What follows belongs to an exercise in optimizing a design on an open flow for small area and a short achievable clock period; a production flow would make more cautious choices.
Function was not checked in any run shown here: the RTL went through the layout flow alone.
No activity file was given, so power comes from the tool's default toggle rates.

--- flow/flow/run.sh ---
#!/bin/bash
# Standard ORFS flow (the standard.sh), with the port buffers made of
# sky130_fd_sc_hd__buf_2 instead of buffer_ports' default cell.
set -o pipefail
export BUFFER_PORTS_ARGS="-buffer_cell sky130_fd_sc_hd__buf_2"
bash standard.sh finish 2>&1 | tee standard_flow.log
--- flow/standard.sh ---
#!/bin/bash
# synth_recipe.tcl (not shown) runs the flow's synth.tcl, then flattens the netlist and writes it again
# the make line also repeats each setting of config.mk as NAME=value (left out here)
make -C /OpenROAD-flow-scripts/flow DESIGN_CONFIG=/design/flow/config.mk WORK_HOME=/design/flow/orfs CLKGATE_MAP_FILE= SYNTH_SCRIPT=/design/flow/synth_recipe.tcl "${@:-finish}"
--- flow/config.mk ---
export PLATFORM = sky130hd
export DESIGN_NAME = mac
export DESIGN_NICKNAME = mac
export VERILOG_FILES = /design/flow/design.v
export SDC_FILE = /design/flow/constraint.sdc
export NUM_CORES = 4
export LEC_CHECK = 0
export CAP_MARGIN = 20
export CORE_MARGIN = 2
export CORE_UTILIZATION = 60
export SETUP_SLACK_MARGIN = 1.5
export SLEW_MARGIN = 20
export SYNTH_HIERARCHICAL = 1
--- flow/constraint.sdc ---
create_clock -name core_clock -period 6.5 [get_ports {clk}]
set_input_delay 1.3000 -clock core_clock [delete_from_list [all_inputs] [get_ports {clk}]]
set_output_delay 1.3000 -clock core_clock [all_outputs]
set_load 0.01 [all_outputs]
--- flow/design.v ---
module mac_fa(input a, input b, input c, output s, output co);
  assign s = a ^ b ^ c;
  assign co = (a & b) | (a & c) | (b & c);
endmodule
module mac_x3(input a, input b, input c, output s);
  assign s = a ^ b ^ c;
endmodule
module mac_mj(input a, input b, input c, output co);
  assign co = (a & b) | (a & c) | (b & c);
endmodule
module mac_xor(input a, input b, output s);
  assign s = a ^ b;
endmodule
module mac(A, B, C, D, clk, reset, Acc);
  input [7:0] A, B, C, D;
  input clk, reset;
  output [31:0] Acc;
  reg [31:0] R;
  reg [1:0] V;
  reg [8:0] W;
  wire p_A0B0 = ~(A[0] & B[0]);
  wire p_A0B1 = ~(A[0] & B[1]);
  wire p_A0B2 = ~(A[0] & B[2]);
  wire p_A0B3 = ~(A[0] & B[3]);
  wire p_A0B4 = ~(A[0] & B[4]);
  wire p_A0B5 = ~(A[0] & B[5]);
  wire p_A0B6 = ~(A[0] & B[6]);
  wire p_A0B7 = ~(A[0] & B[7]);
  wire p_A1B0 = ~(A[1] & B[0]);
  wire p_A1B1 = ~(A[1] & B[1]);
  wire p_A1B2 = ~(A[1] & B[2]);
  wire p_A1B3 = ~(A[1] & B[3]);
  wire p_A1B4 = ~(A[1] & B[4]);
  wire p_A1B5 = ~(A[1] & B[5]);
  wire p_A1B6 = ~(A[1] & B[6]);
  wire p_A1B7 = ~(A[1] & B[7]);
  wire p_A2B0 = ~(A[2] & B[0]);
  wire p_A2B1 = ~(A[2] & B[1]);
  wire p_A2B2 = ~(A[2] & B[2]);
  wire p_A2B3 = ~(A[2] & B[3]);
  wire p_A2B4 = ~(A[2] & B[4]);
  wire p_A2B5 = ~(A[2] & B[5]);
  wire p_A2B6 = ~(A[2] & B[6]);
  wire p_A2B7 = ~(A[2] & B[7]);
  wire p_A3B0 = ~(A[3] & B[0]);
  wire p_A3B1 = ~(A[3] & B[1]);
  wire p_A3B2 = ~(A[3] & B[2]);
  wire p_A3B3 = ~(A[3] & B[3]);
  wire p_A3B4 = ~(A[3] & B[4]);
  wire p_A3B5 = ~(A[3] & B[5]);
  wire p_A3B6 = ~(A[3] & B[6]);
  wire p_A3B7 = ~(A[3] & B[7]);
  wire p_A4B0 = ~(A[4] & B[0]);
  wire p_A4B1 = ~(A[4] & B[1]);
  wire p_A4B2 = ~(A[4] & B[2]);
  wire p_A4B3 = ~(A[4] & B[3]);
  wire p_A4B4 = ~(A[4] & B[4]);
  wire p_A4B5 = ~(A[4] & B[5]);
  wire p_A4B6 = ~(A[4] & B[6]);
  wire p_A4B7 = ~(A[4] & B[7]);
  wire p_A5B0 = ~(A[5] & B[0]);
  wire p_A5B1 = ~(A[5] & B[1]);
  wire p_A5B2 = ~(A[5] & B[2]);
  wire p_A5B3 = ~(A[5] & B[3]);
  wire p_A5B4 = ~(A[5] & B[4]);
  wire p_A5B5 = ~(A[5] & B[5]);
  wire p_A5B6 = ~(A[5] & B[6]);
  wire p_A5B7 = ~(A[5] & B[7]);
  wire p_A6B0 = ~(A[6] & B[0]);
  wire p_A6B1 = ~(A[6] & B[1]);
  wire p_A6B2 = ~(A[6] & B[2]);
  wire p_A6B3 = ~(A[6] & B[3]);
  wire p_A6B4 = ~(A[6] & B[4]);
  wire p_A6B5 = ~(A[6] & B[5]);
  wire p_A6B6 = ~(A[6] & B[6]);
  wire p_A6B7 = ~(A[6] & B[7]);
  wire p_A7B0 = ~(A[7] & B[0]);
  wire p_A7B1 = ~(A[7] & B[1]);
  wire p_A7B2 = ~(A[7] & B[2]);
  wire p_A7B3 = ~(A[7] & B[3]);
  wire p_A7B4 = ~(A[7] & B[4]);
  wire p_A7B5 = ~(A[7] & B[5]);
  wire p_A7B6 = ~(A[7] & B[6]);
  wire p_A7B7 = ~(A[7] & B[7]);
  wire p_C0D0 = ~(C[0] & D[0]);
  wire p_C0D1 = ~(C[0] & D[1]);
  wire p_C0D2 = ~(C[0] & D[2]);
  wire p_C0D3 = ~(C[0] & D[3]);
  wire p_C0D4 = ~(C[0] & D[4]);
  wire p_C0D5 = ~(C[0] & D[5]);
  wire p_C0D6 = ~(C[0] & D[6]);
  wire p_C0D7 = ~(C[0] & D[7]);
  wire p_C1D0 = ~(C[1] & D[0]);
  wire p_C1D1 = ~(C[1] & D[1]);
  wire p_C1D2 = ~(C[1] & D[2]);
  wire p_C1D3 = ~(C[1] & D[3]);
  wire p_C1D4 = ~(C[1] & D[4]);
  wire p_C1D5 = ~(C[1] & D[5]);
  wire p_C1D6 = ~(C[1] & D[6]);
  wire p_C1D7 = ~(C[1] & D[7]);
  wire p_C2D0 = ~(C[2] & D[0]);
  wire p_C2D1 = ~(C[2] & D[1]);
  wire p_C2D2 = ~(C[2] & D[2]);
  wire p_C2D3 = ~(C[2] & D[3]);
  wire p_C2D4 = ~(C[2] & D[4]);
  wire p_C2D5 = ~(C[2] & D[5]);
  wire p_C2D6 = ~(C[2] & D[6]);
  wire p_C2D7 = ~(C[2] & D[7]);
  wire p_C3D0 = ~(C[3] & D[0]);
  wire p_C3D1 = ~(C[3] & D[1]);
  wire p_C3D2 = ~(C[3] & D[2]);
  wire p_C3D3 = ~(C[3] & D[3]);
  wire p_C3D4 = ~(C[3] & D[4]);
  wire p_C3D5 = ~(C[3] & D[5]);
  wire p_C3D6 = ~(C[3] & D[6]);
  wire p_C3D7 = ~(C[3] & D[7]);
  wire p_C4D0 = ~(C[4] & D[0]);
  wire p_C4D1 = ~(C[4] & D[1]);
  wire p_C4D2 = ~(C[4] & D[2]);
  wire p_C4D3 = ~(C[4] & D[3]);
  wire p_C4D4 = ~(C[4] & D[4]);
  wire p_C4D5 = ~(C[4] & D[5]);
  wire p_C4D6 = ~(C[4] & D[6]);
  wire p_C4D7 = ~(C[4] & D[7]);
  wire p_C5D0 = ~(C[5] & D[0]);
  wire p_C5D1 = ~(C[5] & D[1]);
  wire p_C5D2 = ~(C[5] & D[2]);
  wire p_C5D3 = ~(C[5] & D[3]);
  wire p_C5D4 = ~(C[5] & D[4]);
  wire p_C5D5 = ~(C[5] & D[5]);
  wire p_C5D6 = ~(C[5] & D[6]);
  wire p_C5D7 = ~(C[5] & D[7]);
  wire p_C6D0 = ~(C[6] & D[0]);
  wire p_C6D1 = ~(C[6] & D[1]);
  wire p_C6D2 = ~(C[6] & D[2]);
  wire p_C6D3 = ~(C[6] & D[3]);
  wire p_C6D4 = ~(C[6] & D[4]);
  wire p_C6D5 = ~(C[6] & D[5]);
  wire p_C6D6 = ~(C[6] & D[6]);
  wire p_C6D7 = ~(C[6] & D[7]);
  wire p_C7D0 = ~(C[7] & D[0]);
  wire p_C7D1 = ~(C[7] & D[1]);
  wire p_C7D2 = ~(C[7] & D[2]);
  wire p_C7D3 = ~(C[7] & D[3]);
  wire p_C7D4 = ~(C[7] & D[4]);
  wire p_C7D5 = ~(C[7] & D[5]);
  wire p_C7D6 = ~(C[7] & D[6]);
  wire p_C7D7 = ~(C[7] & D[7]);
  wire s0, c0;
  wire s1, c1;
  wire s2, c2;
  wire s3, c3;
  wire s4, c4;
  wire s5, c5;
  wire s6, c6;
  wire s7, c7;
  wire s8, c8;
  wire s9, c9;
  wire s10, c10;
  wire s11, c11;
  wire s12, c12;
  wire s13, c13;
  wire s14, c14;
  wire s15, c15;
  wire s16, c16;
  wire s17, c17;
  wire s18, c18;
  wire s19, c19;
  wire s20, c20;
  wire s21, c21;
  wire s22, c22;
  wire s23, c23;
  wire s24, c24;
  wire s25, c25;
  wire s26, c26;
  wire s27, c27;
  wire s28, c28;
  wire s29, c29;
  wire s30, c30;
  wire s31, c31;
  wire s32, c32;
  wire s33, c33;
  wire s34, c34;
  wire s35, c35;
  wire s36, c36;
  wire s37, c37;
  wire s38, c38;
  wire s39, c39;
  wire s40, c40;
  wire s41, c41;
  wire s42, c42;
  wire s43, c43;
  wire s44, c44;
  wire s45, c45;
  wire s46, c46;
  wire s47, c47;
  wire s48, c48;
  wire s49, c49;
  wire s50, c50;
  wire s51, c51;
  wire s52, c52;
  wire s53, c53;
  wire s54, c54;
  wire s55, c55;
  wire s56, c56;
  wire s57, c57;
  wire s58, c58;
  wire s59, c59;
  wire s60, c60;
  wire s61, c61;
  wire s62, c62;
  wire s63, c63;
  wire s64, c64;
  wire s65, c65;
  wire s66, c66;
  wire s67, c67;
  wire s68, c68;
  wire s69, c69;
  wire s70, c70;
  wire s71, c71;
  wire s72, c72;
  wire s73, c73;
  wire s74, c74;
  wire s75, c75;
  wire s76, c76;
  wire s77, c77;
  wire s78, c78;
  wire s79, c79;
  wire s80, c80;
  wire s81, c81;
  wire s82, c82;
  wire s83, c83;
  wire s84, c84;
  wire s85, c85;
  wire s86, c86;
  wire s87, c87;
  wire s88, c88;
  wire s89, c89;
  wire s90, c90;
  wire s91, c91;
  wire s92, c92;
  wire s93, c93;
  wire s94, c94;
  wire s95, c95;
  wire s96, c96;
  wire s97, c97;
  wire s98, c98;
  wire s99, c99;
  wire s100, c100;
  wire s101, c101;
  wire s102, c102;
  wire s103, c103;
  wire s104, c104;
  wire s105, c105;
  wire s106, c106;
  wire s107, c107;
  wire s108, c108;
  wire s109, c109;
  wire s110, c110;
  wire s111, c111;
  wire s112, c112;
  wire s113, c113;
  wire s114, c114;
  wire s115, c115;
  wire s116, c116;
  wire s117, c117;
  wire s118, c118;
  wire s119, c119;
  wire s120, c120;
  wire s121, c121;
  wire s122, c122;
  wire s123, c123;
  wire s124, c124;
  wire s125, c125;
  wire s126, c126;
  wire s127, c127;
  wire s128, c128;
  wire s129, c129;
  wire s130, c130;
  wire s131, c131;
  wire s132, c132;
  wire s133, c133;
  wire s134, c134;
  wire s135, c135;
  wire s136, c136;
  wire s137, c137;
  wire s138, c138;
  wire s139, c139;
  wire s140, c140;
  wire s141, c141;
  wire s142, c142;
  wire s143, c143;
  wire s144, c144;
  wire s145, c145;
  wire s146, c146;
  wire s147, c147;
  wire s148, c148;
  wire s149, c149;
  wire s150, c150;
  wire s151, c151;
  wire s152, c152;
  mac_xor u_s0 (R[0], p_A0B0, s0);
  assign c0 = R[0] & (A[0] & B[0]);
  mac_fa u_s1 (R[1], p_A0B1, p_A1B0, s1, c1);
  mac_x3 u_s2 (p_C0D1, p_C1D0, ~c0, s2);
  mac_mj u_c2 (p_C0D1, p_C1D0, ~c0, c2);
  mac_fa u_s3 (R[2], p_A0B2, p_A1B1, s3, c3);
  mac_fa u_s4 (p_A2B0, p_C0D2, p_C1D1, s4, c4);
  mac_fa u_s5 (p_C2D0, c1, s3, s5, c5);
  mac_xor u_s6 (s4, c2, s6);
  assign c6 = ~s4 & ~c2;
  mac_fa u_s7 (R[3], p_A0B3, p_A1B2, s7, c7);
  mac_fa u_s8 (p_A2B1, p_A3B0, p_C0D3, s8, c8);
  mac_fa u_s9 (p_C1D2, p_C2D1, p_C3D0, s9, c9);
  mac_fa u_s10 (c3, c4, s7, s10, c10);
  mac_fa u_s11 (s8, s9, ~c6, s11, c11);
  mac_xor u_s12 (c5, s10, s12);
  assign c12 = ~c5 & ~s10;
  mac_fa u_s13 (R[4], p_A0B4, p_A1B3, s13, c13);
  mac_fa u_s14 (p_A2B2, p_A3B1, p_A4B0, s14, c14);
  mac_fa u_s15 (p_C0D4, p_C1D3, p_C2D2, s15, c15);
  mac_fa u_s16 (p_C3D1, p_C4D0, c7, s16, c16);
  mac_fa u_s17 (c8, c9, s13, s17, c17);
  mac_fa u_s18 (s14, s15, s16, s18, c18);
  mac_fa u_s19 (c10, s17, ~c12, s19, c19);
  mac_xor u_s20 (s18, c11, s20);
  assign c20 = ~s18 & ~c11;
  mac_fa u_s21 (R[5], p_A0B5, p_A1B4, s21, c21);
  mac_fa u_s22 (p_A2B3, p_A3B2, p_A4B1, s22, c22);
  mac_fa u_s23 (p_A5B0, p_C0D5, p_C1D4, s23, c23);
  mac_fa u_s24 (p_C2D3, p_C3D2, p_C4D1, s24, c24);
  mac_fa u_s25 (p_C5D0, c13, c14, s25, c25);
  mac_fa u_s26 (c15, s21, s22, s26, c26);
  mac_fa u_s27 (s23, s24, c16, s27, c27);
  mac_fa u_s28 (c17, s25, s26, s28, c28);
  mac_fa u_s29 (s27, c18, s28, s29, c29);
  mac_xor u_s30 (c20, c19, s30);
  assign c30 = c20 & ~c19;
  mac_fa u_s31 (V[0], ~R[6], p_A0B6, s31, c31);
  mac_fa u_s32 (p_A1B5, p_A2B4, p_A3B3, s32, c32);
  mac_fa u_s33 (p_A4B2, p_A5B1, p_A6B0, s33, c33);
  mac_fa u_s34 (p_C0D6, p_C1D5, p_C2D4, s34, c34);
  mac_fa u_s35 (p_C3D3, p_C4D2, p_C5D1, s35, c35);
  mac_fa u_s36 (p_C6D0, c21, c22, s36, c36);
  mac_fa u_s37 (c23, c24, s31, s37, c37);
  mac_fa u_s38 (s32, s33, s34, s38, c38);
  mac_fa u_s39 (s35, c25, s36, s39, c39);
  mac_fa u_s40 (c26, s37, s38, s40, c40);
  mac_fa u_s41 (c27, s39, c28, s41, c41);
  mac_x3 u_s42 (s40, c29, ~c30, s42);
  mac_mj u_c42 (s40, c29, ~c30, c42);
  mac_xor u_s43 (s41, s42, s43);
  assign c43 = ~s41 & ~s42;
  mac_fa u_s44 (R[7], W[0], (A[0] & B[7]), s44, c44);
  mac_fa u_s45 (p_A1B6, p_A2B5, p_A3B4, s45, c45);
  mac_fa u_s46 (p_A4B3, p_A5B2, p_A6B1, s46, c46);
  mac_fa u_s47 (p_A7B0, p_C0D7, p_C1D6, s47, c47);
  mac_fa u_s48 (p_C2D5, p_C3D4, p_C4D3, s48, c48);
  mac_fa u_s49 (p_C5D2, p_C6D1, p_C7D0, s49, c49);
  mac_fa u_s50 (c31, c32, c33, s50, c50);
  mac_fa u_s51 (c34, c35, ~s44, s51, c51);
  mac_fa u_s52 (s45, s46, s47, s52, c52);
  mac_x3 u_s53 (s48, s49, c36, s53);
  mac_mj u_c53 (s48, s49, c36, c53);
  mac_x3 u_s54 (c37, s50, c38, s54);
  mac_mj u_c54 (c37, s50, c38, c54);
  mac_fa u_s55 (s51, s52, s53, s55, c55);
  mac_fa u_s56 (s54, c39, c40, s56, c56);
  mac_fa u_s57 (s55, c41, s56, s57, c57);
  mac_xor u_s58 (s57, c42, s58);
  assign c58 = ~s57 & ~c42;
  mac_fa u_s59 (R[8], W[1], p_A1B7, s59, c59);
  mac_fa u_s60 (p_A2B6, p_A3B5, p_A4B4, s60, c60);
  mac_fa u_s61 (p_A5B3, p_A6B2, p_A7B1, s61, c61);
  mac_fa u_s62 (p_C1D7, p_C2D6, p_C3D5, s62, c62);
  mac_fa u_s63 (p_C4D4, p_C5D3, p_C6D2, s63, c63);
  mac_fa u_s64 (p_C7D1, c45, c46, s64, c64);
  mac_fa u_s65 (c47, c48, c49, s65, c65);
  mac_fa u_s66 (s59, s60, ~c44, s66, c66);
  mac_fa u_s67 (s61, s62, s63, s67, c67);
  mac_fa u_s68 (c50, s64, c52, s68, c68);
  mac_fa u_s69 (s65, c51, s66, s69, c69);
  mac_fa u_s70 (s67, c53, c54, s70, c70);
  mac_fa u_s71 (s68, s69, c55, s71, c71);
  mac_fa u_s72 (s70, c56, s71, s72, c72);
  mac_xor u_s73 (c57, c58, s73);
  assign c73 = ~c57 & c58;
  mac_fa u_s74 (R[9], W[2], (A[2] & B[7]), s74, c74);
  mac_fa u_s75 (p_A3B6, p_A4B5, p_A5B4, s75, c75);
  mac_fa u_s76 (p_A6B3, p_A7B2, p_C2D7, s76, c76);
  mac_fa u_s77 (p_C3D6, p_C4D5, p_C5D4, s77, c77);
  mac_fa u_s78 (p_C6D3, p_C7D2, c59, s78, c78);
  mac_fa u_s79 (c60, c61, c62, s79, c79);
  mac_fa u_s80 (c63, s75, ~s74, s80, c80);
  mac_fa u_s81 (s76, s77, s78, s81, c81);
  mac_fa u_s82 (c64, c65, c66, s82, c82);
  mac_fa u_s83 (c67, s79, s80, s83, c83);
  mac_fa u_s84 (s81, c68, s82, s84, c84);
  mac_x3 u_s85 (c69, s83, c70, s85);
  mac_mj u_c85 (c69, s83, c70, c85);
  mac_x3 u_s86 (s84, c71, s85, s86);
  mac_mj u_c86 (s84, c71, s85, c86);
  mac_xor u_s87 (c72, s86, s87);
  assign c87 = ~c72 & ~s86;
  mac_fa u_s88 (W[3], ~R[10], p_A3B7, s88, c88);
  mac_fa u_s89 (p_A4B6, p_A5B5, p_A6B4, s89, c89);
  mac_fa u_s90 (p_A7B3, p_C3D7, p_C4D6, s90, c90);
  mac_fa u_s91 (p_C5D5, p_C6D4, p_C7D3, s91, c91);
  mac_fa u_s92 (c75, c76, c77, s92, c92);
  mac_fa u_s93 (s88, s89, ~c74, s93, c93);
  mac_fa u_s94 (s90, s91, c78, s94, c94);
  mac_x3 u_s95 (c79, s92, c80, s95);
  mac_mj u_c95 (c79, s92, c80, c95);
  mac_fa u_s96 (s93, c81, s94, s96, c96);
  mac_fa u_s97 (s95, c82, c83, s97, c97);
  mac_fa u_s98 (s96, c84, s97, s98, c98);
  mac_x3 u_s99 (c85, c86, s98, s99);
  mac_mj u_c99 (c85, c86, s98, c99);
  mac_fa u_s100 (R[11], W[4], p_A4B7, s100, c100);
  mac_fa u_s101 (p_A5B6, p_A6B5, p_A7B4, s101, c101);
  mac_fa u_s102 (p_C4D7, p_C5D6, p_C6D5, s102, c102);
  mac_fa u_s103 (p_C7D4, c88, c89, s103, c103);
  mac_fa u_s104 (c90, c91, s100, s104, c104);
  mac_fa u_s105 (s101, s102, c92, s105, c105);
  mac_fa u_s106 (s103, c93, s104, s106, c106);
  mac_fa u_s107 (c94, c95, s105, s107, c107);
  mac_fa u_s108 (s106, c96, s107, s108, c108);
  mac_x3 u_s109 (c97, s108, c98, s109);
  mac_mj u_c109 (c97, s108, c98, c109);
  mac_fa u_s110 (R[12], W[5], p_A5B7, s110, c110);
  mac_fa u_s111 (p_A6B6, p_A7B5, p_C5D7, s111, c111);
  mac_fa u_s112 (p_C6D6, p_C7D5, c100, s112, c112);
  mac_fa u_s113 (c101, c102, s110, s113, c113);
  mac_fa u_s114 (s111, c103, s112, s114, c114);
  mac_fa u_s115 (c104, s113, c105, s115, c115);
  mac_fa u_s116 (s114, c106, s115, s116, c116);
  mac_fa u_s117 (c107, s116, c108, s117, c117);
  mac_fa u_s118 (R[13], W[6], p_A6B7, s118, c118);
  mac_fa u_s119 (p_A7B6, p_C6D7, p_C7D6, s119, c119);
  mac_fa u_s120 (c110, c111, s118, s120, c120);
  mac_fa u_s121 (s119, c112, c113, s121, c121);
  mac_fa u_s122 (s120, c114, s121, s122, c122);
  mac_fa u_s123 (c115, s122, c116, s123, c123);
  mac_fa u_s124 (R[14], W[7], p_A7B7, s124, c124);
  mac_fa u_s125 (p_C7D7, c118, c119, s125, c125);
  mac_fa u_s126 (s124, c120, s125, s126, c126);
  mac_fa u_s127 (c121, s126, c122, s127, c127);
  mac_fa u_s128 (R[15], W[8], c124, s128, c128);
  mac_fa u_s129 (c125, s128, c126, s129, c129);
  mac_xor u_s130 (R[16], c128, s130);
  assign c130 = R[16] & ~c128;
  mac_xor u_s131 (p_C0D0, s0, s131);
  assign c131 = (C[0] & D[0]) & ~s0;
  mac_fa u_s132 (~c131, s1, s2, s132, c132);
  mac_fa u_s133 (s5, ~s6, c132, s133, c133);
  mac_fa u_s134 (~s12, s11, c133, s134, c134);
  mac_fa u_s135 (~s20, s19, c134, s135, c135);
  mac_x3 u_s136 (s30, s29, c135, s136);
  mac_mj u_c136 (s30, s29, c135, c136);
  mac_xor u_s137 (s130, c129, s137);
  assign c137 = ~s130 & ~c129;
  mac_fa u_s138 (R[17], c130, c137, s138, c138);
  mac_xor u_s139 (R[18], c138, s139);
  assign c139 = ~R[18] & c138;
  mac_xor u_s140 (R[19], c139, s140);
  assign c140 = ~(R[19] & c139);
  mac_xor u_s141 (R[20], V[1], s141);
  assign c141 = ~R[20] & ~V[1];
  mac_xor u_s142 (R[21], c141, s142);
  assign c142 = ~R[21] & c141;
  mac_xor u_s143 (R[22], c142, s143);
  assign c143 = ~(R[22] & c142);
  mac_xor u_s144 (R[23], c143, s144);
  assign c144 = R[23] & ~c143;
  mac_xor u_s145 (R[24], c144, s145);
  assign c145 = ~(R[24] & c144);
  mac_xor u_s146 (R[25], c145, s146);
  assign c146 = R[25] & ~c145;
  mac_xor u_s147 (R[26], c146, s147);
  assign c147 = ~(R[26] & c146);
  mac_xor u_s148 (R[27], c147, s148);
  assign c148 = R[27] & ~c147;
  mac_xor u_s149 (R[28], c148, s149);
  assign c149 = ~(R[28] & c148);
  mac_xor u_s150 (R[29], c149, s150);
  assign c150 = R[29] & ~c149;
  mac_xor u_s151 (R[30], c150, s151);
  assign c151 = ~(R[30] & c150);
  mac_xor u_s152 (R[31], c151, s152);
  assign c152 = R[31] & ~c151;
  wire [31:0] z = {1'b0, 1'b0, 1'b0, 1'b0, 1'b0, 1'b0, 1'b0, 1'b0, 1'b0, 1'b0, 1'b0, ~V[1], 1'b0, 1'b0, 1'b0, 1'b0, ~W[8], ~W[7], ~W[6], ~W[5], ~W[4], ~W[3], W[2], ~W[1], W[0], ~V[0], 1'b0, 1'b0, 1'b0, 1'b0, 1'b0, 1'b0};
  wire [31:0] h, g, t;
  assign h[0] = R[0];
  assign g[0] = 1'b0;
  assign t[0] = R[0];
  assign h[1] = ~R[1];
  assign g[1] = 1'b0;
  assign t[1] = ~R[1];
  assign h[2] = ~R[2];
  assign g[2] = 1'b0;
  assign t[2] = ~R[2];
  assign h[3] = ~R[3];
  assign g[3] = 1'b0;
  assign t[3] = ~R[3];
  assign h[4] = ~R[4];
  assign g[4] = 1'b0;
  assign t[4] = ~R[4];
  assign h[5] = ~R[5];
  assign g[5] = 1'b0;
  assign t[5] = ~R[5];
  wire h6r;
  mac_xor u_h6 (R[6], V[0], h6r);
  assign h[6] = ~h6r;
  assign g[6] = R[6] & ~V[0];
  assign t[6] = R[6] | ~V[0];
  wire h7r;
  mac_xor u_h7 (R[7], W[0], h7r);
  assign h[7] = h7r;
  assign g[7] = R[7] & W[0];
  assign t[7] = R[7] | W[0];
  wire h8r;
  mac_xor u_h8 (R[8], W[1], h8r);
  assign h[8] = h8r;
  assign g[8] = ~R[8] & ~W[1];
  assign t[8] = ~R[8] | ~W[1];
  wire h9r;
  mac_xor u_h9 (R[9], W[2], h9r);
  assign h[9] = h9r;
  assign g[9] = R[9] & W[2];
  assign t[9] = R[9] | W[2];
  wire h10r;
  mac_xor u_h10 (R[10], W[3], h10r);
  assign h[10] = ~h10r;
  assign g[10] = R[10] & ~W[3];
  assign t[10] = R[10] | ~W[3];
  wire h11r;
  mac_xor u_h11 (R[11], W[4], h11r);
  assign h[11] = h11r;
  assign g[11] = ~R[11] & ~W[4];
  assign t[11] = ~R[11] | ~W[4];
  wire h12r;
  mac_xor u_h12 (R[12], W[5], h12r);
  assign h[12] = h12r;
  assign g[12] = ~R[12] & ~W[5];
  assign t[12] = ~R[12] | ~W[5];
  wire h13r;
  mac_xor u_h13 (R[13], W[6], h13r);
  assign h[13] = h13r;
  assign g[13] = ~R[13] & ~W[6];
  assign t[13] = ~R[13] | ~W[6];
  wire h14r;
  mac_xor u_h14 (R[14], W[7], h14r);
  assign h[14] = h14r;
  assign g[14] = ~R[14] & ~W[7];
  assign t[14] = ~R[14] | ~W[7];
  wire h15r;
  mac_xor u_h15 (R[15], W[8], h15r);
  assign h[15] = h15r;
  assign g[15] = ~R[15] & ~W[8];
  assign t[15] = ~R[15] | ~W[8];
  assign h[16] = R[16];
  assign g[16] = 1'b0;
  assign t[16] = R[16];
  assign h[17] = R[17];
  assign g[17] = 1'b0;
  assign t[17] = R[17];
  assign h[18] = ~R[18];
  assign g[18] = 1'b0;
  assign t[18] = ~R[18];
  assign h[19] = R[19];
  assign g[19] = 1'b0;
  assign t[19] = R[19];
  wire h20r;
  mac_xor u_h20 (R[20], V[1], h20r);
  assign h[20] = h20r;
  assign g[20] = ~R[20] & ~V[1];
  assign t[20] = ~R[20] | ~V[1];
  assign h[21] = ~R[21];
  assign g[21] = 1'b0;
  assign t[21] = ~R[21];
  assign h[22] = R[22];
  assign g[22] = 1'b0;
  assign t[22] = R[22];
  assign h[23] = R[23];
  assign g[23] = 1'b0;
  assign t[23] = R[23];
  assign h[24] = R[24];
  assign g[24] = 1'b0;
  assign t[24] = R[24];
  assign h[25] = R[25];
  assign g[25] = 1'b0;
  assign t[25] = R[25];
  assign h[26] = R[26];
  assign g[26] = 1'b0;
  assign t[26] = R[26];
  assign h[27] = R[27];
  assign g[27] = 1'b0;
  assign t[27] = R[27];
  assign h[28] = R[28];
  assign g[28] = 1'b0;
  assign t[28] = R[28];
  assign h[29] = R[29];
  assign g[29] = 1'b0;
  assign t[29] = R[29];
  assign h[30] = R[30];
  assign g[30] = 1'b0;
  assign t[30] = R[30];
  assign h[31] = R[31];
  assign g[31] = 1'b0;
  assign t[31] = R[31];
  wire G1 = g[1] | (t[1] & g[0]);
  wire T1 = t[1] & t[0];
  wire G2 = g[3] | (t[3] & g[2]);
  wire T2 = t[3] & t[2];
  wire G3 = g[5] | (t[5] & g[4]);
  wire T3 = t[5] & t[4];
  wire G4 = g[7] | (t[7] & g[6]);
  wire T4 = t[7] & t[6];
  wire G5 = g[9] | (t[9] & g[8]);
  wire T5 = t[9] & t[8];
  wire G6 = g[11] | (t[11] & g[10]);
  wire T6 = t[11] & t[10];
  wire G7 = g[13] | (t[13] & g[12]);
  wire T7 = t[13] & t[12];
  wire G8 = g[15] | (t[15] & g[14]);
  wire T8 = t[15] & t[14];
  wire G9 = g[17] | (t[17] & g[16]);
  wire T9 = t[17] & t[16];
  wire G10 = g[19] | (t[19] & g[18]);
  wire T10 = t[19] & t[18];
  wire G11 = g[21] | (t[21] & g[20]);
  wire T11 = t[21] & t[20];
  wire G12 = g[23] | (t[23] & g[22]);
  wire T12 = t[23] & t[22];
  wire G13 = g[25] | (t[25] & g[24]);
  wire T13 = t[25] & t[24];
  wire G14 = g[27] | (t[27] & g[26]);
  wire T14 = t[27] & t[26];
  wire G15 = g[29] | (t[29] & g[28]);
  wire T15 = t[29] & t[28];
  wire G16 = g[31] | (t[31] & g[30]);
  wire T16 = t[31] & t[30];
  wire G17 = G2 | (T2 & G1);
  wire T17 = T2 & T1;
  wire G18 = G4 | (T4 & G3);
  wire T18 = T4 & T3;
  wire G19 = G6 | (T6 & G5);
  wire T19 = T6 & T5;
  wire G20 = G8 | (T8 & G7);
  wire T20 = T8 & T7;
  wire G21 = G10 | (T10 & G9);
  wire T21 = T10 & T9;
  wire G22 = G12 | (T12 & G11);
  wire T22 = T12 & T11;
  wire G23 = G14 | (T14 & G13);
  wire T23 = T14 & T13;
  wire G24 = G16 | (T16 & G15);
  wire T24 = T16 & T15;
  wire G25 = G18 | (T18 & G17);
  wire T25 = T18 & T17;
  wire G26 = G20 | (T20 & G19);
  wire T26 = T20 & T19;
  wire G27 = G22 | (T22 & G21);
  wire T27 = T22 & T21;
  wire G28 = G24 | (T24 & G23);
  wire T28 = T24 & T23;
  wire G29 = G26 | (T26 & G25);
  wire T29 = T26 & T25;
  wire G30 = G28 | (T28 & G27);
  wire T30 = T28 & T27;
  wire G31 = G30 | (T30 & G29);
  wire T31 = T30 & T29;
  wire G32 = G27 | (T27 & G29);
  wire T32 = T27 & T29;
  wire G33 = G19 | (T19 & G25);
  wire T33 = T19 & T25;
  wire G34 = G21 | (T21 & G29);
  wire T34 = T21 & T29;
  wire G35 = G23 | (T23 & G32);
  wire T35 = T23 & T32;
  wire G36 = G3 | (T3 & G17);
  wire T36 = T3 & T17;
  wire G37 = G5 | (T5 & G25);
  wire T37 = T5 & T25;
  wire G38 = G7 | (T7 & G33);
  wire T38 = T7 & T33;
  wire G39 = G9 | (T9 & G29);
  wire T39 = T9 & T29;
  wire G40 = G11 | (T11 & G34);
  wire T40 = T11 & T34;
  wire G41 = G13 | (T13 & G32);
  wire T41 = T13 & T32;
  wire G42 = G15 | (T15 & G35);
  wire T42 = T15 & T35;
  wire G43 = g[2] | (t[2] & G1);
  wire T43 = t[2] & T1;
  wire G44 = g[4] | (t[4] & G17);
  wire T44 = t[4] & T17;
  wire G45 = g[6] | (t[6] & G36);
  wire T45 = t[6] & T36;
  wire G46 = g[8] | (t[8] & G25);
  wire T46 = t[8] & T25;
  wire G47 = g[10] | (t[10] & G37);
  wire T47 = t[10] & T37;
  wire G48 = g[12] | (t[12] & G33);
  wire T48 = t[12] & T33;
  wire G49 = g[14] | (t[14] & G38);
  wire T49 = t[14] & T38;
  wire G50 = g[16] | (t[16] & G29);
  wire T50 = t[16] & T29;
  wire G51 = g[18] | (t[18] & G39);
  wire T51 = t[18] & T39;
  wire G52 = g[20] | (t[20] & G34);
  wire T52 = t[20] & T34;
  wire G53 = g[22] | (t[22] & G40);
  wire T53 = t[22] & T40;
  wire G54 = g[24] | (t[24] & G32);
  wire T54 = t[24] & T32;
  wire G55 = g[26] | (t[26] & G41);
  wire T55 = t[26] & T41;
  wire G56 = g[28] | (t[28] & G35);
  wire T56 = t[28] & T35;
  wire G57 = g[30] | (t[30] & G42);
  wire T57 = t[30] & T42;
  wire [31:0] cin = {G57, G42, G56, G35, G55, G41, G54, G32, G53, G40, G52, G34, G51, G39, G50, G29, G49, G38, G48, G33, G47, G37, G46, G25, G45, G36, G44, G17, G43, G1, g[0], 1'b0};
  assign Acc = h ^ cin;
  always @(posedge clk, negedge reset)
    if (reset == 0) begin
      R <= 32'h0034f93e;
      V <= 2'h3;
      W <= 9'h1fa;
    end else begin
      R <= {~s152, s151, ~s150, s149, ~s148, s147, ~s146, s145, ~s144, s143, s142, ~s141, s140, s139, s138, s137, s129, s127, s123, s117, s109, c87, c73, s72, c43, s43, s136, s135, s134, s133, s132, s131};
      V <= {c140, c136};
      W <= {c127, c123, c117, c109, c99, s99, s87, s73, s58};
    end
endmodule
==> results of run 1 <==
worst max-delay path, stage by stage:
cell	delay [ps]
buf_2	190
nand2_1	120
fa_1	470
fa_1	550
xor3_1	440
fa_1	560
fa_1	460
nor2_1	140
xor2_1	180
stage by stage:
stage,util,total power [W],instance area (sq um)
2_1_floorplan,-,0.002850,5559
3_3_place_gp,0.6477,0.003419,5899
3_5_place_dp,0.6477,0.003498,5899
4_1_cts,0.6622,0.003799,6032
5_1_grt,0.6644,0.004108,6052
6_report,0.6644,0.003718,6052
state kept, by name, summed over array words and instances, names as in the netlist:
signal and flops:
V 2, W 9, R 32
layout make-up:
cell class / instances / area (sq um) / area share
Multi-Input combinational cell: 400 / 4233 / 0.6994
Sequential cell: 43 / 1105 / 0.1826
Timing Repair Buffer: 66 / 345.3 / 0.05706
Tap cell: 111 / 138.9 / 0.02295
Inverter: 26 / 97.59 / 0.01613
Clock buffer: 6 / 72.57 / 0.01199
Clock inverter: 2 / 60.06 / 0.009924
cell families (layout without fill, tap and decap cells):
kind of cell / count (synthesis) / in the layout / share of synthesized area
simple gates: 183 / 183 / 0.1382
fa+ha+maj: 141 / 141 / 0.4706
xor+xnor: 65 / 65 / 0.1308
buf+inv: 58 / 100 / 0.03984
flops: 43 / 43 / 0.1987
compound gates: 11 / 11 / 0.02183
worst max-delay path by stage:
stage | start | endpoint | slack [ps] | cells past startpoint
6_report | B[5] | W[1] | 2310 | 9
5_1_grt | W[0] | Acc[31] | 2130 | 9
4_1_cts | R[7] | Acc[31] | 2310 | 9
3_5_place_dp | B[6] | R[11] | 1980 | 8
3_3_place_gp | B[6] | R[11] | 2030 | 8
2_1_floorplan | A[3] | W[4] | 2060 | 8
modules after synthesis (local to each module, per instance):
module | cells | area, sq um | flip-flops and latches | times used
mac | 327 | 2542 | 43 | 1
mac_mj | 1 | 11.26 | 0 | 10
mac_x3 | 1 | 23.77 | 0 | 10
mac_xor | 1 | 8.758 | 0 | 37
mac_fa | 1 | 20.02 | 0 | 117
power breakdown:
part	switching, W	internal (W)
clock	0.000104	0.000154
sequential	0.000166	0.000510
combinational	0.00130	0.00148
total	0.00157	0.00215
layout by cell type (no fill, tap or decap), drive strengths merged:
master,netlist,layout
nand2,142,142
fa,117,117
buf,1,66
xor2,49,49
inv,26,26
dfstp,23,23
dfrtp,20,20
maj3,17,17
nor2,15,15
xor3,10,10
ha,7,7
xnor2,6,6
clkbuf,31,6
nor2b,5,5
nor3,5,5
or2,3,3
nor4,3,3
o31ai,2,2
a21oi,2,2
nand3,2,2
nand4,2,2
and2,2,2
bufinv,0,2
nand2b,2,2
a211oi,2,2
o2bb2ai,1,1
o31a,1,1
a222oi,1,1
a311oi,1,1
o32a,1,1
or3,1,1
nor4b,1,1
metal layers:
layer / track usage / vias to the layer above
li1: - / 1617
met4: 0.09589 / 0
met1: 0.3482 / 1855
met2: 0.4569 / 108
met5: 0 / -
met3: 0.03830 / 31
==> run_results.csv, run 1 <==
group,metric,value,unit
status,outcome,"complete, no violations",
yosys,post-synth-top-area-fraction,0.4213,
drt,drc,0,
clock_tree,cts.reportedPaths.clkPinSlew,80,ps
timing,final_critical_path_setup_slack,2308,ps
timing,fmax,238.5,MHz
timing,report.final.setup_viol,0,
final_layout,design.final.nets,700,
global_route,pin_count_of_the_biggest_net_entering_global_routing,44,
final_layout,num_antenna_cells,0,
worst_setup_path,rrSetupSlack,3100,ps
drt,route.antenna.remaining_nets,0,
global_route,global_route_wire_length_before_repair,20.00,mm
worst_setup_path,rr_startpoint,"R[6]",
drt,top_layer,"met4",
drt,num_vias,3611,
floorplanning,floorplan.rows,35,
floorplanning,fp.dieH,100.3,um
hold_path,whs_endpoint,"R[30]",
floorplanning,placeableCoreArea,9109,sq um
worst_setup_path,criticalPathCategory,"input port to register",
yosys,yosys_warnings,7,
yosys,synth.net_count,659,
yosys,yosysMostFrequentCell,"nand2_1",
worst_setup_path,crit_required,6730,ps
final_layout,final_cell_count_no_fill,654,
clock_tree,htreeDepth,2,
place,placed_cells_incl_taps,645,
place,routabilityCongestion,0.8967,
worst_setup_path,worstSetupStartpointType,"input port",
drt,wl_met3,458,um
clock_tree,insertion_delay,310,ps
global_route,antenna_found_initial,0,
global_route,total_grt_overflow,0,
worst_setup_path,cp_max_fo,8,
drt,initialDrtViolationCount,180,
hold_path,hold_start,"R[30]",
floorplanning,io_pins,66,
place,place.port_buffers,65,
yosys,asyncSetResetFlopFracSynth,1.000,
global_route,first_global_vias,3866,
yosys,synth_cell_types,36,
clock_tree,clock_sinks,43,
worst_setup_path,rr_endpoint,"W[1]",
pwr,power.density_cell_area,614.3,nW/um^2
worst_setup_path,worst_ep_arrival_time,4420,ps
yosys,synth_top_cell_by_area,"fa_1",
global_route,grt.total_usage,0.2661,
timing,min_period,4192,ps
job,max_cap_violations,0,
final_layout,post_route_cells_drive_above_1_share,0.2173,
yosys,synth_top_cells_by_count,"nand2_1, fa_1, xor2_1",
timing,unrepaired_setup_endpoints_after_global_routing,"false",
clock_tree,buffer_type_at_the_clock_tree_root,"clkbuf_8",
pwr,peakVddDrop,0.5461,mV
drt,vias_per_cell,5.521,
yosys,post_synth_instance_area,5559,sq um
timing,hold_violations,0,
hold_path,hp-class,"register to register",
drt,overall_routed_net_length,11.98,mm
hold_path,count_of_cells_along_the_worst_hold_path,1,
place,post_place_setup_slack,1984,ps
worst_setup_path,critPathCaptureType,"register",
final_layout,fill_cells,742,
clock_tree,post-cts-setup-buffers,0,
timing,worst_clock_skew,9.148,ps
yosys,synthCells,501,
final_layout,syn_to_final_growth,8.868,%
yosys,syn_avg_cell_area,11.10,sq um
clock_tree,cts_tree,"done",
floorplanning,die_width,100.3,um
yosys,synth_area_leaders,"fa_1, dfstp_2, nand2_1",
yosys,synth-edff-count,0,
worst_setup_path,r2r.worst_path.cells,8,
timing,finalSetupTns,0,ps
clock_tree,ctsHoldBuffers,0,
timing,hold_ws,499.2,ps
clock_tree,numCtsBuffers,5,
timing,report.final.slew_viol_count,0,
place,dp_hpwl,9.904,mm
timing,post-route-period-util,0.6450,
yosys,synth-seq-area-share,0.1987,
timing,worstMarginPinSlew,580.1,ps
floorplanning,dieArea,10050,sq um
yosys,synth-seq-cells,43,
drt,drt_pass_1_iters,6,
yosys,synth_ff_type,"dfstp_2",
drt,detailroute.wirelength.met2,6.345,mm
drt,wl_met1,4.783,mm
clock_tree,clock_path_buffers,2,
drt,final_routed_wire_length_divided_by_cell_count,18.31,um
pwr,power_leakage,2.627,nW
timing,max_slew_margin,0.6097,
floorplanning,initial_utilization,0.6103,
clock_tree,post_cts_resized,0,
==> run 2, diff against run 1 <==
--- a/flow/design.v
+++ b/flow/design.v
@@ -8,6 +8,10 @@
 module mac_mj(input a, input b, input c, output co);
   assign co = (a & b) | (a & c) | (b & c);
 endmodule
+module mac_ha(input a, input b, output s, output co);
+  assign s = a ^ b;
+  assign co = a & b;
+endmodule
 module mac_xor(input a, input b, output s);
   assign s = a ^ b;
 endmodule
@@ -302,8 +306,7 @@
   mac_xor u_s0 (R[0], p_A0B0, s0);
   assign c0 = R[0] & (A[0] & B[0]);
   mac_fa u_s1 (R[1], p_A0B1, p_A1B0, s1, c1);
-  mac_x3 u_s2 (p_C0D1, p_C1D0, ~c0, s2);
-  mac_mj u_c2 (p_C0D1, p_C1D0, ~c0, c2);
+  mac_fa u_s2 (p_C0D1, p_C1D0, ~c0, s2, c2);
   mac_fa u_s3 (R[2], p_A0B2, p_A1B1, s3, c3);
   mac_fa u_s4 (p_A2B0, p_C0D2, p_C1D1, s4, c4);
   mac_fa u_s5 (p_C2D0, c1, s3, s5, c5);
@@ -323,8 +326,8 @@
   mac_fa u_s17 (c8, c9, s13, s17, c17);
   mac_fa u_s18 (s14, s15, s16, s18, c18);
   mac_fa u_s19 (c10, s17, ~c12, s19, c19);
-  mac_xor u_s20 (s18, c11, s20);
-  assign c20 = ~s18 & ~c11;
+  mac_xor u_s20 (c11, s18, s20);
+  assign c20 = ~c11 & ~s18;
   mac_fa u_s21 (R[5], p_A0B5, p_A1B4, s21, c21);
   mac_fa u_s22 (p_A2B3, p_A3B2, p_A4B1, s22, c22);
   mac_fa u_s23 (p_A5B0, p_C0D5, p_C1D4, s23, c23);
@@ -347,8 +350,7 @@
   mac_fa u_s39 (s35, c25, s36, s39, c39);
   mac_fa u_s40 (c26, s37, s38, s40, c40);
   mac_fa u_s41 (c27, s39, c28, s41, c41);
-  mac_x3 u_s42 (s40, c29, ~c30, s42);
-  mac_mj u_c42 (s40, c29, ~c30, c42);
+  mac_fa u_s42 (s40, ~c30, c29, s42, c42);
   mac_xor u_s43 (s41, s42, s43);
   assign c43 = ~s41 & ~s42;
   mac_fa u_s44 (R[7], W[0], (A[0] & B[7]), s44, c44);
@@ -367,8 +369,8 @@
   mac_fa u_s55 (s51, s52, s53, s55, c55);
   mac_fa u_s56 (s54, c39, c40, s56, c56);
   mac_fa u_s57 (s55, c41, s56, s57, c57);
-  mac_xor u_s58 (s57, c42, s58);
-  assign c58 = ~s57 & ~c42;
+  mac_xor u_s58 (c42, s57, s58);
+  assign c58 = ~c42 & ~s57;
   mac_fa u_s59 (R[8], W[1], p_A1B7, s59, c59);
   mac_fa u_s60 (p_A2B6, p_A3B5, p_A4B4, s60, c60);
   mac_fa u_s61 (p_A5B3, p_A6B2, p_A7B1, s61, c61);
@@ -398,8 +400,7 @@
   mac_fa u_s84 (s81, c68, s82, s84, c84);
   mac_x3 u_s85 (c69, s83, c70, s85);
   mac_mj u_c85 (c69, s83, c70, c85);
-  mac_x3 u_s86 (s84, c71, s85, s86);
-  mac_mj u_c86 (s84, c71, s85, c86);
+  mac_fa u_s86 (s84, c71, s85, s86, c86);
   mac_xor u_s87 (c72, s86, s87);
   assign c87 = ~c72 & ~s86;
   mac_fa u_s88 (W[3], ~R[10], p_A3B7, s88, c88);
@@ -414,8 +415,8 @@
   mac_fa u_s96 (s93, c81, s94, s96, c96);
   mac_fa u_s97 (s95, c82, c83, s97, c97);
   mac_fa u_s98 (s96, c84, s97, s98, c98);
-  mac_x3 u_s99 (c85, c86, s98, s99);
-  mac_mj u_c99 (c85, c86, s98, c99);
+  mac_x3 u_s99 (c85, s98, c86, s99);
+  mac_mj u_c99 (c85, s98, c86, c99);
   mac_fa u_s100 (R[11], W[4], p_A4B7, s100, c100);
   mac_fa u_s101 (p_A5B6, p_A6B5, p_A7B4, s101, c101);
   mac_fa u_s102 (p_C4D7, p_C5D6, p_C6D5, s102, c102);
@@ -452,7 +453,7 @@
   mac_xor u_s131 (p_C0D0, s0, s131);
   assign c131 = (C[0] & D[0]) & ~s0;
   mac_fa u_s132 (~c131, s1, s2, s132, c132);
-  mac_fa u_s133 (s5, ~s6, c132, s133, c133);
+  mac_fa u_s133 (~s6, s5, c132, s133, c133);
   mac_fa u_s134 (~s12, s11, c133, s134, c134);
   mac_fa u_s135 (~s20, s19, c134, s135, c135);
   mac_x3 u_s136 (s30, s29, c135, s136);
@@ -460,35 +461,21 @@
   mac_xor u_s137 (s130, c129, s137);
   assign c137 = ~s130 & ~c129;
   mac_fa u_s138 (R[17], c130, c137, s138, c138);
-  mac_xor u_s139 (R[18], c138, s139);
-  assign c139 = ~R[18] & c138;
-  mac_xor u_s140 (R[19], c139, s140);
-  assign c140 = ~(R[19] & c139);
-  mac_xor u_s141 (R[20], V[1], s141);
-  assign c141 = ~R[20] & ~V[1];
-  mac_xor u_s142 (R[21], c141, s142);
-  assign c142 = ~R[21] & c141;
-  mac_xor u_s143 (R[22], c142, s143);
-  assign c143 = ~(R[22] & c142);
-  mac_xor u_s144 (R[23], c143, s144);
-  assign c144 = R[23] & ~c143;
-  mac_xor u_s145 (R[24], c144, s145);
-  assign c145 = ~(R[24] & c144);
-  mac_xor u_s146 (R[25], c145, s146);
-  assign c146 = R[25] & ~c145;
-  mac_xor u_s147 (R[26], c146, s147);
-  assign c147 = ~(R[26] & c146);
-  mac_xor u_s148 (R[27], c147, s148);
-  assign c148 = R[27] & ~c147;
-  mac_xor u_s149 (R[28], c148, s149);
-  assign c149 = ~(R[28] & c148);
-  mac_xor u_s150 (R[29], c149, s150);
-  assign c150 = R[29] & ~c149;
-  mac_xor u_s151 (R[30], c150, s151);
-  assign c151 = ~(R[30] & c150);
-  mac_xor u_s152 (R[31], c151, s152);
-  assign c152 = R[31] & ~c151;
-  wire [31:0] z = {1'b0, 1'b0, 1'b0, 1'b0, 1'b0, 1'b0, 1'b0, 1'b0, 1'b0, 1'b0, 1'b0, ~V[1], 1'b0, 1'b0, 1'b0, 1'b0, ~W[8], ~W[7], ~W[6], ~W[5], ~W[4], ~W[3], W[2], ~W[1], W[0], ~V[0], 1'b0, 1'b0, 1'b0, 1'b0, 1'b0, 1'b0};
+  mac_ha u_s139 (R[18], c138, s139, c139);
+  mac_ha u_s140 (R[19], c139, s140, c140);
+  mac_ha u_s141 (R[20], V[1], s141, c141);
+  mac_ha u_s142 (R[21], c141, s142, c142);
+  mac_ha u_s143 (R[22], c142, s143, c143);
+  mac_ha u_s144 (R[23], c143, s144, c144);
+  mac_ha u_s145 (R[24], c144, s145, c145);
+  mac_ha u_s146 (R[25], c145, s146, c146);
+  mac_ha u_s147 (R[26], c146, s147, c147);
+  mac_ha u_s148 (R[27], c147, s148, c148);
+  mac_ha u_s149 (R[28], c148, s149, c149);
+  mac_ha u_s150 (R[29], c149, s150, c150);
+  mac_ha u_s151 (R[30], c150, s151, c151);
+  mac_ha u_s152 (R[31], c151, s152, c152);
+  wire [31:0] z = {1'b0, 1'b0, 1'b0, 1'b0, 1'b0, 1'b0, 1'b0, 1'b0, 1'b0, 1'b0, 1'b0, V[1], 1'b0, 1'b0, 1'b0, 1'b0, ~W[8], ~W[7], ~W[6], ~W[5], ~W[4], ~W[3], W[2], ~W[1], W[0], ~V[0], 1'b0, 1'b0, 1'b0, 1'b0, 1'b0, 1'b0};
   wire [31:0] h, g, t;
   assign h[0] = R[0];
   assign g[0] = 1'b0;
@@ -564,20 +551,20 @@
   assign h[17] = R[17];
   assign g[17] = 1'b0;
   assign t[17] = R[17];
-  assign h[18] = ~R[18];
+  assign h[18] = R[18];
   assign g[18] = 1'b0;
-  assign t[18] = ~R[18];
+  assign t[18] = R[18];
   assign h[19] = R[19];
   assign g[19] = 1'b0;
   assign t[19] = R[19];
   wire h20r;
   mac_xor u_h20 (R[20], V[1], h20r);
   assign h[20] = h20r;
-  assign g[20] = ~R[20] & ~V[1];
-  assign t[20] = ~R[20] | ~V[1];
-  assign h[21] = ~R[21];
+  assign g[20] = R[20] & V[1];
+  assign t[20] = R[20] | V[1];
+  assign h[21] = R[21];
   assign g[21] = 1'b0;
-  assign t[21] = ~R[21];
+  assign t[21] = R[21];
   assign h[22] = R[22];
   assign g[22] = 1'b0;
   assign t[22] = R[22];
@@ -726,11 +713,11 @@
   assign Acc = h ^ cin;
   always @(posedge clk, negedge reset)
     if (reset == 0) begin
-      R <= 32'h0034f93e;
-      V <= 2'h3;
+      R <= 32'h0000f93e;
+      V <= 2'h1;
       W <= 9'h1fa;
     end else begin
-      R <= {~s152, s151, ~s150, s149, ~s148, s147, ~s146, s145, ~s144, s143, s142, ~s141, s140, s139, s138, s137, s129, s127, s123, s117, s109, c87, c73, s72, c43, s43, s136, s135, s134, s133, s132, s131};
+      R <= {s152, s151, s150, s149, s148, s147, s146, s145, s144, s143, s142, s141, s140, s139, s138, s137, s129, s127, s123, s117, s109, c87, c73, s72, c43, s43, s136, s135, s134, s133, s132, s131};
       V <= {c140, c136};
       W <= {c127, c123, c117, c109, c99, s99, s87, s73, s58};
     end
==> run_results.csv, run 2 <==
group,metric,value,unit
timing,report.final.setup_viol,0,
worst_setup_path,slowest_delay,580,ps
yosys,asyncSetResetFlopFracSynth,1.000,
yosys,synthCells,472,
final_layout,largest_register_ff_count,32,
job,max_cap_violations,0,
place,dp_hpwl,9.765,mm
worst_setup_path,critPathCaptureType,"register",
final_layout,mostFrequentLayoutCell,"nand2_1",
floorplanning,fp.dieH,99.17,um
worst_setup_path,rr_endpoint,"W[3]",
yosys,synth_area_leaders,"fa_1, dfrtp_1, dfstp_2",
pwr,seq_power_share,0.183,
worst_setup_path,r2r.worst_path.cells,7,
clock_tree,htreeDepth,2,
yosys,synth_cell_types,35,
floorplanning,dieArea,9834,sq um
clock_tree,numCtsBuffers,5,
drt,route.antenna.remaining_nets,0,
global_route,first_global_vias,3851,
final_layout,regMostFlops,"R",
final_layout,most-common-layout-cells,"nand2_1, fa_1, buf_2",
timing,report.final.slew_viol_count,0,
floorplanning,initial_utilization,0.6201,
floorplanning,io_pins,66,
timing,unrepaired_setup_endpoints_after_global_routing,"false",
worst_setup_path,worst_ep_arrival_time,4530,ps
global_route,pin_count_of_the_biggest_net_entering_global_routing,44,
floorplanning,placeableCoreArea,8763,sq um
hold_path,hp-class,"register to register",
hold_path,whs_endpoint,"R[30]",
floorplanning,die_width,99.17,um
clock_tree,cts_tree,"done",
timing,max_slew_margin,0.6257,
pwr,p_comb_frac,0.757,
worst_setup_path,cpMostUsedCell,"fa_1",
timing,min_period,4314,ps
worst_setup_path,worstSetupStartpointType,"input port",
global_route,total_grt_overflow,0,
worst_setup_path,rr_startpoint,"R[9]",
drt,vias_per_cell,5.531,
status,outcome,"complete, no violations",
global_route,global_route_wire_length_before_repair,19.58,mm
pwr,power.density_cell_area,602.7,nW/um^2
worst_setup_path,cp_max_fo,8,
drt,num_vias,3440,
yosys,yosys_warnings,7,
worst_setup_path,crit_path_cell_trace,"buf_2 > nand2_1 > fa_1 > fa_1 > xor3_1 > fa_1 > fa_1 > xor3_1",
timing,finalSetupTns,0,ps
final_layout,num_antenna_cells,0,
hold_path,count_of_cells_along_the_worst_hold_path,1,
yosys,post-synth-top-area-fraction,0.4421,
yosys,post_synth_instance_area,5434,sq um
pwr,power_leakage,2.590,nW
drt,drc,0,
global_route,antenna_found_initial,0,
timing,worstMarginPinSlew,561.5,ps
pwr,switchingPower,0.001534,W
yosys,synth_top_cells_by_count,"nand2_1, fa_1, xor2_1",
yosys,synth.net_count,647,
final_layout,leading_registers_by_flop_count,"R: 32 flops, W: 9 flops, V: 2 flops",
yosys,synth_ff_type,"dfrtp_1",
place,postPlaceCellArea,5774,sq um
clock_tree,clock_sinks,43,
pwr,totalPowerFinal,0.003548,W
worst_setup_path,crit_path_top_delay_cell,"fa_1",
clock_tree,insertion_delay,300,ps
global_route,grt.total_usage,0.2621,
final_layout,syn_to_final_growth,8.335,%
place,routabilityCongestion,0.9038,
worst_setup_path,crit_required,6720,ps
clock_tree,buffer_type_at_the_clock_tree_root,"clkbuf_8",
pwr,netSwitchingFraction,0.4322,
floorplanning,floorplan.rows,34,
hold_path,hold_start,"R[30]",
timing,fmax,231.8,MHz
worst_setup_path,rrSetupSlack,3030,ps
worst_setup_path,criticalPathCategory,"input port to register",
worst_setup_path,crit_family,"adder cells",
timing,post-route-period-util,0.6637,
worst_setup_path,worst-path-buf-inv,1,
yosys,yosysMostFrequentCell,"nand2_1",
timing,hold_violations,0,
final_layout,design.final.nets,688,
clock_tree,clock_path_buffers,2,
clock_tree,post_cts_resized,0,
yosys,syn_avg_cell_area,11.51,sq um
drt,initialDrtViolationCount,134,
yosys,synth-seq-cells,43,
pwr,power_frac_clock,0.060,
clock_tree,post-cts-setup-buffers,0,
yosys,synth-seq-area-share,0.2024,
drt,drt_pass_1_iters,5,
worst_setup_path,stages_on_the_worst_setup_path,8,
pwr,internal_pwr_total,0.002015,W
yosys,synth-edff-count,0,
place,place.port_buffers,65,
final_layout,fill_cells,696,
yosys,synth_top_cell_by_area,"fa_1",
final_layout,final_design_area_no_fill,5887,sq um
timing,worst_clock_skew,3.848,ps
drt,final_routed_wire_length_divided_by_cell_count,18.74,um
drt,overall_routed_net_length,11.66,mm
clock_tree,ctsHoldBuffers,0,
clock_tree,cts.reportedPaths.clkPinSlew,90,ps
final_layout,post_route_cells_drive_above_1_share,0.2101,
pwr,peakVddDrop,0.4509,mV
## run 2: worst max-delay path by stage
stage / from / end / slack, ps
2_1_floorplan: A[3] / W[3] / 1950
3_3_place_gp: B[6] / W[3] / 1940
3_5_place_dp: B[6] / W[3] / 1870
4_1_cts: B[6] / W[3] / 2190
5_1_grt: B[6] / W[3] / 2100
6_report: B[6] / W[3] / 2190
## run 2: power groups by stage
stage                     clock, W  combinational, W  sequential, W
final                     0.000213           0.00268       0.000650
after global routing      0.000231           0.00302       0.000675
after CTS                 0.000220           0.00274       0.000654
after detailed placement         0           0.00270       0.000657
after global placement           0           0.00262       0.000656
after floorplan                  0           0.00210       0.000612
## run 2: per-layer routing
| layer | vias to the layer above | GRT usage | part of all wire |
|---|---|---|---|
| li1 | 1534 | - | - |
| met3 | 22 | 0.03303 | 0.034 |
| met1 | 1795 | 0.3448 | 0.39 |
| met4 | 0 | 0.07587 | 0.025 |
| met2 | 89 | 0.4626 | 0.55 |
| met5 | - | 0 | 0 |
## run 2: cells by family after synthesis
logic type               Yosys count  share of synthesized area
AND/OR/NAND/NOR                  162                     0.1216
flip-flops                        43                     0.2024
XOR/XNOR                          48                    0.09671
adder cells (fa/ha/maj)          155                     0.5181
buffers and inverters             51                    0.03592
AO/OA/AOI/OAI                     13                    0.02533
## run 2: worst reg2reg max path: stages, from the launching register on
cell and delay (ps):
dfrtp_1 460, fa_1 570, inv_1 70, fa_1 460, fa_1 420, fa_1 470
fa_1 530, xor3_1 420
## run 2: cell type report
cell class,instances,area (sq um),share of cell area
clock buffer,6,72.57,0.01233
multi-input combinational,378,4139,0.7031
sequential,43,1100,0.1868
clock inverter,2,37.54,0.006376
inverter,20,75.07,0.01275
timing repair buffer,65,327.8,0.05569
tap,108,135.1,0.02295
## run 2: Yosys stat by module (local to each module, per instance)
module   cells inside  area [sq um]  flip-flops and latches  times used
mac_x3              1         23.77                       0           7
mac_fa              1         20.02                       0         120
mac               301          2410                      43           1
mac_xor             1         8.758                       0          23
mac_mj              1         11.26                       0           7
mac_ha              1         12.51                       0          14
## run 2: through the flow
stage	utilization	setup WS, ps	std cells	hold slack [ps]
2_1_floorplan	-	1955	472	484.9
3_3_place_gp	0.6589	1936	614	497.4
3_5_place_dp	0.6589	1865	614	509.1
4_1_cts	0.6715	2186	622	531.1
5_1_grt	0.6718	2102	622	566.1
6_report	0.6718	2186	622	522.0

static timing again, ports no longer ideal:
Ports are ideal in the flow. The routed layouts listed here were re-timed in OpenROAD.
Step 1, drivers: a clkbuf_16 drives clk and a buf_2 each remaining input, both assumed.
Step 2, shift: input delay + t, output delay - t, t = (earliest + latest rising clock arrival at the registers) / 2. This alone moves slack from input paths to output paths.
Slacks: ideal ports / drivers / drivers and shift; pairs: ideal ports / drivers.
run | t, ns | slack for setup (ns) | cell pins on the clock port's net
run 1 | 0.337 | 2.308 / 2.302 / 1.980 | 1
run 2 | 0.328 | 2.186 / 2.193 / 1.865 | 1
After both steps every run listed still meets setup and hold. For run 1, which loses most, drivers alone change the setup slack by -0.006 ns; drivers and shift together by -0.328 ns.
